What follows belongs to an exercise in optimizing a design on an open flow for small area; a production flow would make more cautious choices.
Only simulation tests tie the RTL to the original design; equivalence was not proved.
No activity file was given, so power comes from the tool's default toggle rates.

## run 4
Design tero_top, start of the top module:
module tero_top (CLK, RST, MODE, SW, LED, TXD,
                 TERO_COUNT, TERO_OEFF, TERO_CTR, TERO_PRE, RO_SEL);
Settings: LEC_CHECK=0, ABC_AREA=1, CAP_MARGIN=20, CORE_MARGIN=2, CORE_UTILIZATION=70, SLEW_MARGIN=20; clock period 10.0 ns.
standard.sh (not shown) runs the stock make flow with config.mk's settings and CLKGATE_MAP_FILE= SYNTH_SCRIPT=/design/flow/synth_recipe.tcl, a recipe that flattens the netlist after the stock synthesis.
==> flow/flow/run.sh <==
#!/bin/bash
# Own layout flow: the standard layout (standard.sh, unchanged synthesis,
# floorplan, power grid, placement, routing), with two settings changed:
#  - ports are buffered with the smallest buffer (buf_1) instead of the
#    default pick, and
#  - clock tree synthesis uses clkbuf_8 leaf clusters without dummy loads.
set -euo pipefail
export BUFFER_PORTS_ARGS="-buffer_cell sky130_fd_sc_hd__buf_1"
export CTS_ARGS="-sink_clustering_enable -repair_clock_nets -buf_list sky130_fd_sc_hd__clkbuf_8 -sink_clustering_size 18 -sink_clustering_max_diameter 60 -dont_use_dummy_load"
bash standard.sh finish > standard_flow.log 2>&1
Input changes introduced in run 3 (baseline for comparison: run 4):
diff --git a/flow/design.v b/flow/design.v
--- a/flow/design.v
+++ b/flow/design.v
@@ -199,15 +199,14 @@
             din <= (TERO_COUNT[8]) ? 8'hff : TERO_COUNT[7:0];
         oe  <= ctr & (coe[1:0] == 2'd3) & (TERO_OEFF | (coe[7:6] == 2'd3 & coe[2]));
         coe <= (ctr) ? inc(coe, 1'b1) : 8'd0;
     end
     reg         sat;
     reg  [19:0] sum;
     reg  [27:0] ssum;
-    reg   [6:0] pk;
     reg   [2:0] pkc;
     wire        skip = (din == 8'hff);
     wire [15:0] sq_d = {1'b0, din[7], 1'b0, din[6], 1'b0, din[5], 1'b0, din[4],
                         1'b0, din[3], 1'b0, din[2], 1'b0, din[1], 1'b0, din[0]};
     wire [15:0] sq_0 = {7'b0, (din[0]) ? din[7:1] : 7'b0,  2'b0};
     wire [15:0] sq_1 = {6'b0, (din[1]) ? din[7:2] : 6'b0,  4'b0};
     wire [15:0] sq_2 = {5'b0, (din[2]) ? din[7:3] : 5'b0,  6'b0};
@@ -225,28 +224,30 @@
         sat  <= (sat & ~(oe & first)) | (en_sum & skip);
     end
     always @(posedge CLK) begin
         if (RST)
             pkc <= 3'd0;
         else
             pkc <= inc(pkc, oe & ~skip);
-        if (oe & ~skip)
-            pk  <= {pk[5:0], din[0]};
     end
     reg   [3:0] vc;          
     reg   [7:0] hold;
     reg   [5:0] fcnt;        
     reg         busy;
     reg   [5:0] wc;
     reg   [3:0] bc;
     wire        ready  = (vc == 4'd0);
     wire        full   = fcnt[5];
     wire        empty  = (fcnt == 6'd0);
     wire        wv     = ~ready & ~full;
     wire        rv     = ~empty & ~busy;
+    reg         q;
+    wire        m11    = m0 & m1;
+    wire        pk_sh  = m11 & oe & ~q & (~skip | (pkc == 3'd7));
+    wire        pk_q   = m11 & oe & q;
     wire        uwe    = (~m0) ? ((in_next) ? ready : last_e) :
                          (m1)  ? (pkc == 3'd7 && oe) : oe;
     always @(posedge CLK) begin
         if (RST) begin
             vc   <= 4'd0;
             fcnt <= 6'd0;
         end else begin
@@ -254,16 +255,24 @@
                 if (uwe)
                     vc <= (m0) ? 4'd1 : 4'd8;
             end else begin
                 vc <= updn(vc, 1'b0, ~full);
             end
             fcnt <= updn(fcnt, wv, rv);
         end
-        if (ready & uwe)
-            hold <= (~m0) ? ssum[7:0] : (m1) ? {pk, din[0]} : din;
+        if (ready & uwe & ~m11)
+            hold <= (~m0) ? ssum[7:0] : din;
+        else if (pk_sh)
+            hold <= {hold[6:0], din[0]};
+        else if (pk_q)
+            hold[0] <= din[0];
+        if (RST)
+            q <= 1'b0;
+        else if (m11 & oe)
+            q <= skip & (pkc == 3'd7);
     end
     function [7:0] px;
         input [3:0] hex;
         px = (hex >= 4'd10) ? {5'b01100, hex[2:0] - 3'd1} : {4'h3, hex};
     endfunction
     reg   [3:0] nib;
     always @(*) begin
==> results.txt <==
Taking run 4 as the reference, in run 3 met3 track demand over resource now sits lower, sequential share of layout area now sits lower, total power now sits lower, area used by sequential logic in the layout now sits lower.
Diff run 4..run 3 | share of final layout cell area taken by non-clock buffers | negligible
Compare run 4 and run 3 | critical path depth lower: run 4
Reported for run 4 and run 3, number of nets with antenna violations after routing turned out identical to the last digit.

==> afterwards: timing with drivers on the ports <==
The results above use ideal ports. As a check the final layouts listed here were re-extracted and re-timed, cells and wires unchanged. Step 1 sets driving cells, clkbuf_16 on the clock port and buf_2 on the other inputs (assumed; they add their load-dependent delay and slew). Step 2 times the ports against the registers' clock, not the clock port: input delays grow and output delays shrink by t, the midpoint of the rising clock arrivals with the driver on. Slacks: no drivers / after step 1 / after step 2; pairs: no drivers / after step 1.
run	t, ns	slack for setup (ns)	worst setup path after step 2	worst data-port slew with drivers (ns)
run 4	0.629	1.755 / 1.755 / 1.755	register to register	0.05
run 3	0.608	1.781 / 1.781 / 1.781	register to register	0.06
After both steps setup and hold are still met in every run listed.
